From an optimization exercise on the open Yosys and OpenROAD flow, aimed at small area; shortcuts taken in it are not production practice.
The RTL was checked by simulation tests, not by an equivalence proof against the original design.
No activity file was given, so power comes from the tool's default toggle rates.

==> flow/flow/run.sh <==
#!/bin/bash
# The standard layout (standard.sh) with three changes:
#  - synthesis is the standard flow's synthesis script (synth_recipe.tcl, ORFS synth.tcl)
#    with only the ABC mapping script replaced by flow/abc_area.script
#    (area-oriented mapping plus don't-care optimisation, mfs2); the Yosys
#    passes, and so the registers and their names, are unchanged;
#  - port buffers are the smallest buffer, buf_1 (every port still gets one);
#  - clock tree synthesis builds its tree from clkbuf_8 and its leaves from
#    clkbuf_4 in clusters of at most 12 sinks, without dummy loads.
# The make run's output goes to standard.log; ORFS keeps each tool's own
# log under orfs/logs/.
set -euo pipefail
here=$(pwd)
sed "s#^source \$::env(SCRIPTS_DIR)/synth_preamble.tcl\$#&\nset abc_args [lreplace \$abc_args 1 1 $here/flow/abc_area.script]\nputs \"ABC script: [lindex \$abc_args 1]\"#" \
  "$FLOW_HOME/scripts/synth.tcl" > synth_abc.tcl
grep -q "flow/abc_area.script" synth_abc.tcl
sed "s#^source \$::env(SCRIPTS_DIR)/synth.tcl\$#source $here/synth_abc.tcl#" synth_recipe.tcl > own_synth.tcl
grep -q "source $here/synth_abc.tcl" own_synth.tcl
export BUFFER_PORTS_ARGS="-buffer_cell sky130_fd_sc_hd__buf_1"
export CTS_ARGS="-sink_clustering_enable -repair_clock_nets -dont_use_dummy_load -buf_list {sky130_fd_sc_hd__clkbuf_4 sky130_fd_sc_hd__clkbuf_16} -root_buf sky130_fd_sc_hd__clkbuf_16 -tree_buf sky130_fd_sc_hd__clkbuf_16 -sink_clustering_buffer sky130_fd_sc_hd__clkbuf_4 -sink_clustering_size 12 -sink_clustering_max_diameter 40"
bash standard.sh SYNTH_SCRIPT="$here/own_synth.tcl" finish > standard.log 2>&1
==> flow/standard.sh <==
#!/bin/bash
# synth_recipe.tcl (not shown) runs the flow's synth.tcl, then flattens the netlist and writes it again
# the make line also repeats each setting of config.mk as NAME=value (left out here)
make -C /OpenROAD-flow-scripts/flow DESIGN_CONFIG=/design/flow/config.mk WORK_HOME=/design/flow/orfs CLKGATE_MAP_FILE= SYNTH_SCRIPT=/design/flow/synth_recipe.tcl "${@:-finish}"
==> flow/design.v <==
`timescale 1ns / 1ps
module pim_system #(
    parameter int BUS_WIDTH_BITS           = 64,
    parameter int CMD_SIZE_BITS            = 64,
    parameter int FETCH_BUS_TRANSFERS      = 128,
    parameter int MACS_PER_CYCLE           = 16,
    parameter int PIM_BASE_LATENCY_CYCLES  = 20,
    parameter int FETCH_CYCLES             = 5,
    parameter int STORE_CYCLES             = 5,
    parameter int SEQUENCER_FIFO_DEPTH     = 4,
    parameter int MICROPROG_LEN_WORDS      = 4,
    parameter int ADDR_WIDTH_BITS          = 64,
    parameter int MEM_DEPTH_WORDS          = 1024
)(
    input  logic clk,
    input  logic rst_n,
    input  logic cpu_cmd_valid,
    input  logic [CMD_SIZE_BITS-1:0]  cpu_cmd_data,
    output logic cpu_cmd_ready,
    input  logic cpu_microprog_valid,
    input  logic [CMD_SIZE_BITS*MICROPROG_LEN_WORDS-1:0] cpu_microprog_data,
    output logic cpu_microprog_ack,
    input  logic cpu_execute_seq_valid,
    output logic cpu_execute_seq_ready,
    output logic pim_system_idle,
    output logic sequencer_busy_out
);
    localparam int CW = 13;    
    localparam int EW = 4*CW;  
    function automatic logic [CW-1:0] encode(input logic [63:0] w);
        logic c, b, r;
        c = (w[63:56] == 8'h03);
        b = (w[63:56] == 8'h01) || (w[63:56] == 8'h02) || (w[63:56] == 8'h04);
        r = |w[3:0];
        encode = {!c || (w[4] && r), w[15:6], c ? w[5] : b, c && (w[4] || r)};
    endfunction
    logic [EW-1:0] mem [0:3];
    logic [3:0] valid_q;
    logic [3:0] move;
    logic       ack_q;
    logic       empty, full, do_write, do_read;
    logic [EW-1:0] wdata;
    assign wdata = {encode(cpu_microprog_data[255:192]), encode(cpu_microprog_data[191:128]),
                    encode(cpu_microprog_data[127:64]),  encode(cpu_microprog_data[63:0])};
    assign empty    = (valid_q == 4'b0000);
    assign full     = (valid_q == 4'b1111);
    assign do_write = cpu_microprog_valid && !full;
    assign move[3] = do_read;
    assign move[2] = valid_q[2] && (!valid_q[3] || move[3]);
    assign move[1] = valid_q[1] && (!valid_q[2] || move[2]);
    assign move[0] = valid_q[0] && (!valid_q[1] || move[1]);
    always_ff @(posedge clk) begin
        if (do_write) mem[0] <= wdata;
        for (int k = 1; k < 4; k++)
            if (move[k-1]) mem[k] <= mem[k-1];
    end
    always_ff @(posedge clk or negedge rst_n) begin
        if (!rst_n) begin
            valid_q <= '0;
            ack_q   <= 1'b0;
        end else begin
            ack_q <= do_write;
            valid_q[0] <= do_write || (valid_q[0] && !move[0]);
            for (int k = 1; k < 4; k++)
                valid_q[k] <= move[k-1] || (valid_q[k] && !move[k]);
        end
    end
    logic [4:0] seq_q;
    logic [EW-1:0] prog_q;
    logic       seq_busy, seq_issue;
    logic       ctrl_busy, accept;
    assign seq_busy  = (seq_q != 5'd0);
    assign seq_issue = seq_q[4] && !seq_q[3] && !seq_q[0];
    assign do_read   = (seq_q == 5'd14);
    always_ff @(posedge clk) begin
        if (do_read) prog_q <= mem[3];
    end
    always_ff @(posedge clk or negedge rst_n) begin
        if (!rst_n)
            seq_q <= 5'd0;
        else if (!seq_busy)
            seq_q <= empty ? 5'd0 : 5'd6;
        else if (seq_q[4] && seq_q[3])
            seq_q <= 5'd0;
        else
            seq_q <= seq_q + {4'd0, !seq_q[4] || !ctrl_busy};
    end
    logic [12:0] ctr_q;
    logic        rnd_q;
    logic [CW-1:0] code;
    logic [12:0]   start;
    always_comb begin
        code = encode(cpu_cmd_data) & {CW{!seq_issue}};
        for (int k = 0; k < 4; k++)
            code = code | (prog_q[k*CW +: CW] & {CW{seq_issue && seq_q[2:1] == 2'(k)}});
    end
    logic special;
    assign special = code[12] && !code[0];
    assign start = !special ? {1'b1, ~code[11:0]} : code[1] ? 13'd8075 : 13'd19;
    logic ctrl_on_q;
    assign ctrl_busy = ctrl_on_q && (ctr_q != {8'd0, 4'b1100, rnd_q});
    assign accept    = !ctrl_busy && (seq_issue || cpu_cmd_valid);
    always_ff @(posedge clk or negedge rst_n) begin
        if (!rst_n)      ctrl_on_q <= 1'b0;
        else if (accept) ctrl_on_q <= 1'b1;
    end
    always_ff @(posedge clk) begin
        ctr_q <= accept ? start : ctr_q + {12'd0, ctrl_busy};
        if (accept) rnd_q <= code[12] && code[0];
    end
    assign cpu_cmd_ready         = cpu_cmd_valid && !seq_issue && !ctrl_busy;
    assign cpu_microprog_ack     = ack_q;
    assign cpu_execute_seq_ready = !empty && !seq_busy;
    assign pim_system_idle       = !ctrl_busy && !seq_busy && empty;
    assign sequencer_busy_out    = seq_busy;
endmodule
==> flow/config.mk <==
export PLATFORM = sky130hd
export DESIGN_NAME = pim_system
export DESIGN_NICKNAME = pim_system
export VERILOG_FILES = /design/flow/design.v
export SDC_FILE = /design/flow/constraint.sdc
export NUM_CORES = 4
export LEC_CHECK = 0
export CAP_MARGIN = 20
export CORE_MARGIN = 2
export CORE_UTILIZATION = 70
export PLACE_DENSITY = 0.9
export SLEW_MARGIN = 20
==> flow/constraint.sdc <==
create_clock -name core_clock -period 5.0 [get_ports {clk}]
set_input_delay 1.0000 -clock core_clock [delete_from_list [all_inputs] [get_ports {clk}]]
set_output_delay 1.0000 -clock core_clock [all_outputs]
set_load 0.01 [all_outputs]
==> flow/flow/abc_area.script <==
&get -n
&st
&dc2
&put
&get -n
&st
&dch -f
&nf -R 1000 -p
&put
mfs2 -W 10
&get -n
&st
&dch -f
&nf -R 1000 -p
&put
mfs2 -W 10
&get -n
&st
&dch -f
&nf -R 1000 -p
&put
mfs2 -W 10
strash
&get -n
&st
&dch -f
&nf -R 1000 -p
&put
mfs2 -W 10
strash
&get -n
&st
&dch -f
&nf -R 1000 -p
&put
topo
==> results of run 1 <==
routing by layer:
layer / track usage, % / wire length [um] / share of wire (%) / vias to the layer above
met4: 14.2 / 1020 / 5.9 / 0
met5: 0 / 0 / 0 / -
met3: 3.43 / 1300 / 7.5 / 62
met1: 27.8 / 5840 / 34 / 2382
li1: - / - / - / 2258
met2: 43.4 / 9180 / 53 / 304
stage by stage:
| stage | hold WS, ps | power (uW) | cells | utilization [%] | instance area, um^2 |
|---|---|---|---|---|---|
| final | 388 | 4110 | 828 | 80.2 | 10700 |
| after global routing | 388 | 4280 | 828 | 80.2 | 10700 |
| after CTS | 378 | 4150 | 825 | 80.1 | 10700 |
| after detailed placement | 405 | 3180 | 795 | 78.0 | 10400 |
| after global placement | 402 | 3150 | 795 | 78.0 | 10400 |
| after floorplan | 400 | 3030 | 484 | - | 9610 |
flip-flops by register name, summed over array words and instances (netlist names):
signal / count
valid_q: 4
ctrl_on_q: 1
ack_q: 1
seq_q: 5
prog_q: 52
mem: 208
ctr_q: 13
rnd_q: 1
kinds of logic after synthesis:
logic type | after synthesis | share of synthesized area, %
fa+ha+maj | 4 | 0.522
flops | 285 | 87.3
compound gates | 64 | 4.93
xor+xnor | 14 | 1.28
mux | 2 | 0.222
buf+inv | 3 | 0.117
simple gates | 112 | 5.61
cells in the mapped netlist, types with 4 or more instances:
library cell / number
or4_1: 6
dfxtp_1: 13
edfxtp_1: 261
a21oi_1: 11
nand2b_1: 5
xor2_1: 11
dfrtp_1: 11
nand2_1: 33
and3_1: 4
a222oi_1: 11
nor2_1: 26
a22oi_1: 10
nor4_1: 4
o32ai_1: 4
ha_1: 4
nor3_1: 15
nand3_1: 5
and2_0: 6
a221oi_1: 4
o21ai_0: 6
o21a_1: 5
report_power, final:
group	switching (uW)	internal [uW]
registers	77.7	2700
logic	210	146
clock network	618	360
final timing paths:
| kind | to | cells after the start | start | slack (ps) |
|---|---|---|---|---|
| worst min-delay path | mem[2][42] | 0 | mem[1][42] | 390 |
| worst max-delay path | ctr_q[9] | 11 | seq_q[3] | 1330 |
| worst min register to register | mem[2][42] | 0 | mem[1][42] | 390 |
| worst max register to register | ctr_q[9] | 11 | seq_q[3] | 1330 |
| max in group asynchronous | ack_q | 1 | rst_n | 4120 |
| min in group asynchronous | ctrl_on_q | 1 | rst_n | 470 |
final cells by class:
type                            count  area (um^2)  share of cell area, %
Sequential cell                   285         8370                   78.5
Multi-Input combinational cell    196         1240                   11.6
Timing Repair Buffer              135          533                   5.00
Clock buffer                       30          278                   2.61
Tap cell                          176          220                   2.07
Inverter                            3         11.3                  0.106
Antenna cell                        3         7.51                 0.0704
worst max-delay path, stage by stage (launching register included):
cell	delay [ps]
dfrtp_1	450
nor2_1	190
and2_0	370
nand2_1	90
nor2_1	530
buf_4	290
a22oi_1	80
o21ai_0	90
a221oi_1	90
nor2b_1	740
a211o_1	430
o22ai_1	140
==> results.txt, run 1 <==
* Gpl congestion at roughly 0.85
* Share of the synthesized area in the top cell type at just over 80%
* Setup WS pre-CTS at roughly 1300 ps
* Drt wl/cell at 20.9 um
* Max-cap violations at 0
* DR vias at between 5,000 and 6,000
* Via density at approximately 6.0
* DRT Pass-1 Iters at 7
* Die Wd at approximately 120 um
* Ys Warns at 2
* Row cnt at 42
* CP Capture Type: register
* Max-slew violation count at 0
* Synth-to-Final Area Change at 11.2%
* Post-synth top flop: edfxtp_1
* Final setup viols at 0
* Crit path time final at 3670 ps
* Asr flop ratio synth at between 3 and 4%
* Post-synthesis cell area at about 9600 um^2
* P_leak at about 0.0034 uW
* Most frequent cells in the layout: 261 x edfxtp_1, 128 x buf_1, 33 x nand2_1, 27 x clkbuf_4, 26 x nor2_1
* Unrepaired setup endpoints after global routing: no
* Die area at roughly 15,000 um^2
* Number of synthesized flops with an enable pin at ~260
* Area leader, netlist: edfxtp_1
* Syn Inst Count at about 480
* Post-CTS resize count at 0
* CTS buffer count at 30
* Die height at between 100 and 150 um
* Reg clk slew, reported paths at 110 ps
* Critical Setup Path Class: reg2reg
* Slew HR at 29.5%
* CTS Hold Buffers Added at 0
* Sequential-to-total area share from yosys stat at 87.3%
* I/O pin cnt at between 300 and 400
* Post-CTS setup buffer count at 0
* Seq cells post-synth at 285
* Period utilization at 73.5%
* HP Class: reg2reg
* Largest net degree at the start of global routing at 53
* Power Density at 386 nW/um^2
* Required @ worst endpoint at about 5300 ps
* Setup TNS at 0 ps
* Synth Net Count at 813
* Total Routing Usage GR at about 24%
* Clock Path Buffers at 3
* Clk root buf: clkbuf_16
* Most common cell after layout, fill and taps aside: edfxtp_1
* IO buf count at between 100 and 150
* Core area at about 13,000 um^2
* Run status: finished clean
* Post-DRT Antenna Nets at 0
* DP HPWL at 11.6 mm
* Distinct cells, synth at 36
* VDD IR max at 0.000273 V
* Final hold viol count at 0
* DRC at 0
* # nets final at 980
* Fill count at 660
* H-tree levels at 1
* Crit start category: register
* First-pass GRT wire length at between 20 and 30 mm
* Clock skew at 40.5 ps
* CTS tree: done
* Synth top area cells: edfxtp_1 82%, dfrtp_1 2.9%, dfxtp_1 2.7%
* Crit path DAT at between 3000 and 4000 ps
* Worst-path fanout max at 9
* Post-route setup slack at about 1300 ps
* Initial Utilization at between 70 and 80%
* Initial antenna violation count at 2
* Remaining global-route overflow at 0
* Layout cells sized above 1 at about 6.5%
* Skew-Pair Late Insertion Delay at 490 ps
* Vias in the first global route at 5,094
* Sink Count at about 290
* Drt total wl at about 17 mm
* DR iter-0 viols at 403
* Worst-margin pin slew at ~1100 ps
* FMAX at 272 MHz
* Avg Inst Size Synth at around 20 um^2
==> run 2: changes to the inputs <==
--- a/flow/flow/run.sh
+++ b/flow/flow/run.sh
@@ -17,5 +17,5 @@
 sed "s#^source \$::env(SCRIPTS_DIR)/synth.tcl\$#source $here/synth_abc.tcl#" synth_recipe.tcl > own_synth.tcl
 grep -q "source $here/synth_abc.tcl" own_synth.tcl
 export BUFFER_PORTS_ARGS="-buffer_cell sky130_fd_sc_hd__buf_1"
-export CTS_ARGS="-sink_clustering_enable -repair_clock_nets -dont_use_dummy_load -buf_list {sky130_fd_sc_hd__clkbuf_4 sky130_fd_sc_hd__clkbuf_16} -root_buf sky130_fd_sc_hd__clkbuf_16 -tree_buf sky130_fd_sc_hd__clkbuf_16 -sink_clustering_buffer sky130_fd_sc_hd__clkbuf_4 -sink_clustering_size 12 -sink_clustering_max_diameter 40"
+export CTS_ARGS="-sink_clustering_enable -repair_clock_nets -dont_use_dummy_load -buf_list {sky130_fd_sc_hd__clkbuf_4 sky130_fd_sc_hd__clkbuf_8} -root_buf sky130_fd_sc_hd__clkbuf_8 -tree_buf sky130_fd_sc_hd__clkbuf_8 -sink_clustering_buffer sky130_fd_sc_hd__clkbuf_4 -sink_clustering_size 12 -sink_clustering_max_diameter 40 -distance_between_buffers 200"
 bash standard.sh SYNTH_SCRIPT="$here/own_synth.tcl" finish > standard.log 2>&1
==> run 2 against run 1 <==
Net effect: critical path type unchanged; largest cell class unchanged; sequential share of layout area grew 0.25 points; utilization shrank 0.25 points; combinational power is essentially flat; synthesized area is the same.
==> results.txt, run 2 <==
* Unrepaired setup endpoints after global routing: no
* Complex-gate fraction of the synthesized area at under 10%
* IO buf count at 128
* Avg Inst Size Synth at a little under 20 um^2
* Post-CTS setup buffer count at 0
* Clock skew at roughly 55 ps
* Required @ worst endpoint at 5340 ps
* Ys Warns at 2
* Gpl congestion at 0.854
* Skew-Pair Late Insertion Delay at ~550 ps
* Worst hold slack at 388 ps
* Clock share of power at 22.7%
* NetSw at about 900 uW
* Sink Count at approximately 290
* Biggest regs: mem: 208 flops, prog_q: 52 flops, ctr_q: 13 flops
* H-tree levels at 1
* Layout cells sized above 1 at under 10%
* Mux contribution to synthesized area at 0.222%
* Largest Register: mem
* Period utilization at about 73%
* Synth Net Count at between 800 and 900
* Synth top area cells: edfxtp_1 82%, dfrtp_1 2.9%, dfxtp_1 2.7%
* HP Class: reg2reg
* Die height at about 120 um
* FMAX at roughly 280 MHz
* Reg clk slew, reported paths at ~110 ps
* Worst-margin pin slew at 1080 ps
* Final setup viols at 0
* Drt wl/cell at between 20 and 25 um
* CTS tree: done
* Distinct cells, synth at 36
* Crit path time final at between 3000 and 4000 ps
* DRC at 0
* Final hold viol count at 0
* Share of the synthesized area in the top cell type at 81.7%
* DR iter-0 viols at 448
* Crit path DAT at 3970 ps
* Synth Area in Adders at 0.522%
* Core area at approximately 13,000 um^2
* Most frequent cells in the layout: 261 x edfxtp_1, 128 x buf_1, 33 x nand2_1, 27 x clkbuf_4, 26 x nor2_1
* Seq cells post-synth at between 200 and 300
* Vias in the first global route at around 4,900
* Simple-gate share of the synthesized area at 5.61%
* Largest register FFs at roughly 210
* Number of synthesized flops with an enable pin at approximately 260
* Largest family of logic cells by synthesized area: simple AND/OR/NAND/NOR gates
* Power Density at about 380 nW/um^2
* Synth-to-Final Area Change at 10.8%
* Row cnt at 42
* Critical Setup Path Class: reg2reg
* Sequential group share of total power at 68.5%
* VDD IR max at approximately 0.00026 V
* Pint at between 3000 and 4000 uW
* DRT Pass-1 Iters at 5
* Logic pwr share at around 8.8%
* Setup TNS at 0 ps
* Post-synthesis cell area at around 9600 um^2
* Largest net degree at the start of global routing at 53
* CTS buffer count at 30
* Worst-path fanout max at 9
* Area share of xor/xnor cells in the synthesized design at between 1 and 1.5%
* Total Routing Usage GR at about a quarter
* Clock Path Buffers at 3
* Die area at roughly 15,000 um^2
* Most common cell after layout, fill and taps aside: edfxtp_1
* Post-DRT Antenna Nets at 0
* Initial antenna violation count at 3
* CP Capture Type: register
* Via density at 5.98
* Syn Inst Count at roughly 480
* DR vias at 4,949
* Sequential-to-total area share from yosys stat at between 80% and 90%
* Count leader, synth: edfxtp_1
* Max-slew violation count at 0
* DP HPWL at between 10 and 15 mm
* Max-cap violations at 0
* Sw Share at between 20% and 30%
* Asr flop ratio synth at between 3 and 4%
* Die Wd at between 100 and 150 um
* Post-synth top cells: 261 x edfxtp_1, 33 x nand2_1, 26 x nor2_1
* Post-CTS resize count at 0
* CTS Hold Buffers Added at 0
* Post-synth top flop: edfxtp_1
* I/O pin cnt at between 300 and 400
* Run status: finished clean
* First-pass GRT wire length at between 20 and 25 mm
* P_leak at around 0.0034 uW
* Initial Utilization at roughly 70%
* # nets final at 980
* Area leader, netlist: edfxtp_1
* Remaining global-route overflow at 0
* Clk root buf: clkbuf_8
* Drt total wl at about 17 mm
* Slew HR at approximately 28%
* Crit start category: register
-- run 2: cell counts after synthesis --
No cell type changed its count.
-- run 2: path summary, 6_finish.rpt --
path	depth (start not counted)	to	slack (ps)	startpoint
min in group asynchronous	1	valid_q[2]	420	rst_n
worst min-delay path	0	mem[2][42]	390	mem[1][42]
worst max register to register	11	ctr_q[8]	1370	seq_q[3]
worst min register to register	0	mem[2][42]	390	mem[1][42]
max in group asynchronous	1	seq_q[3]	4180	rst_n
worst max-delay path	11	ctr_q[8]	1370	seq_q[3]
-- run 2: metal layers --
metal / up-vias / share of wire, % / global-route usage (%)
met3: 51 / 7.9 / 3.34
met2: 289 / 54 / 42.0
met1: 2347 / 34 / 27.3
li1: 2262 / - / -
met5: - / 0 / 0
met4: 0 / 4.6 / 11.8
-- run 2: area by class of cell --
class                      count  area [um^2]
inverter                       3         11.3
clock buffer                  30          244
multi-input combinational    196         1240
timing repair buffer         135          533
tap                          176          220
antenna                        3         7.51
fill                         669         2670
sequential                   285         8370
-- run 2: kinds of logic (layout without fill, tap and decap cells) --
kind of cell | count (synthesis) | count (layout)
AND/OR/NAND/NOR | 112 | 112
buffers and inverters | 3 | 168
adder cells (fa/ha/maj) | 4 | 4
other | 0 | 3
multiplexers | 2 | 2
AO/OA/AOI/OAI | 64 | 64
XOR/XNOR | 14 | 14
flip-flops | 285 | 285
-- run 2: stage by stage --
stage / setup slack (ps) / util, % / power (uW) / area [um^2] / instances
after floorplan: 511 / - / 3030 / 9610 / 484
after CTS: 1460 / 79.9 / 4080 / 10600 / 825
final: 1370 / 79.9 / 4050 / 10600 / 828
after global routing: 1150 / 79.9 / 4220 / 10600 / 828
after global placement: 1400 / 78.0 / 3150 / 10400 / 795
after detailed placement: 1290 / 78.0 / 3180 / 10400 / 795
-- run 2: critical path: stages (launching register included) --
cell	delay (ps)
dfrtp_1	450
nor2_1	180
and2_0	370
nand2_1	90
nor2_1	530
buf_4	290
a22oi_1	80
o21ai_0	80
a221oi_1	90
nor2b_1	730
a211o_1	430
o32ai_1	120
-- run 2: power by group through the flow --
| stage | registers [uW] | logic [uW] | clock network (uW) |
|---|---|---|---|
| after floorplan | 2810 | 221 | 0 |
| after global placement | 2820 | 329 | 0 |
| after detailed placement | 2830 | 352 | 0 |
| after CTS | 2780 | 353 | 954 |
| after global routing | 2790 | 390 | 1040 |
| final | 2780 | 356 | 920 |

## re-timing with driven ports
Ports are ideal in the flow. The routed layouts listed here were re-timed in OpenROAD.
Step 1 (the two cells are an assumption about what drives the block):
set clk [get_ports {clk}]
set_driving_cell -lib_cell sky130_fd_sc_hd__clkbuf_16 $clk
set_driving_cell -lib_cell sky130_fd_sc_hd__buf_2 [delete_from_list [all_inputs] $clk]
Step 2 adds t to the input delays and takes it off the output delays; t is the mean of the earliest and latest rising clock arrival at the registers after step 1. Input paths then give back, and output paths get back, about the clock's delay inside the block.
Slacks: ideal / step 1 / step 2; pairs: ideal / step 1.
| run | shift t [ns] | slack for setup (ns) | hold WS [ns] | worst setup path at the end | worst slew at a driven data input, ns |
|---|---|---|---|---|---|
| run 1 | 0.502 | 1.326 / 1.326 / 1.263 | 0.388 / 0.388 / 0.388 | input to register | 0.10 |
| run 2 | 0.549 | 1.367 / 1.367 / 1.278 | 0.388 / 0.388 / 0.388 | input to register | 0.08 |
After both steps setup and hold are still met in every run listed. For run 2, which loses most, drivers alone change the setup slack by 0.000 ns; drivers and shift together by -0.089 ns.
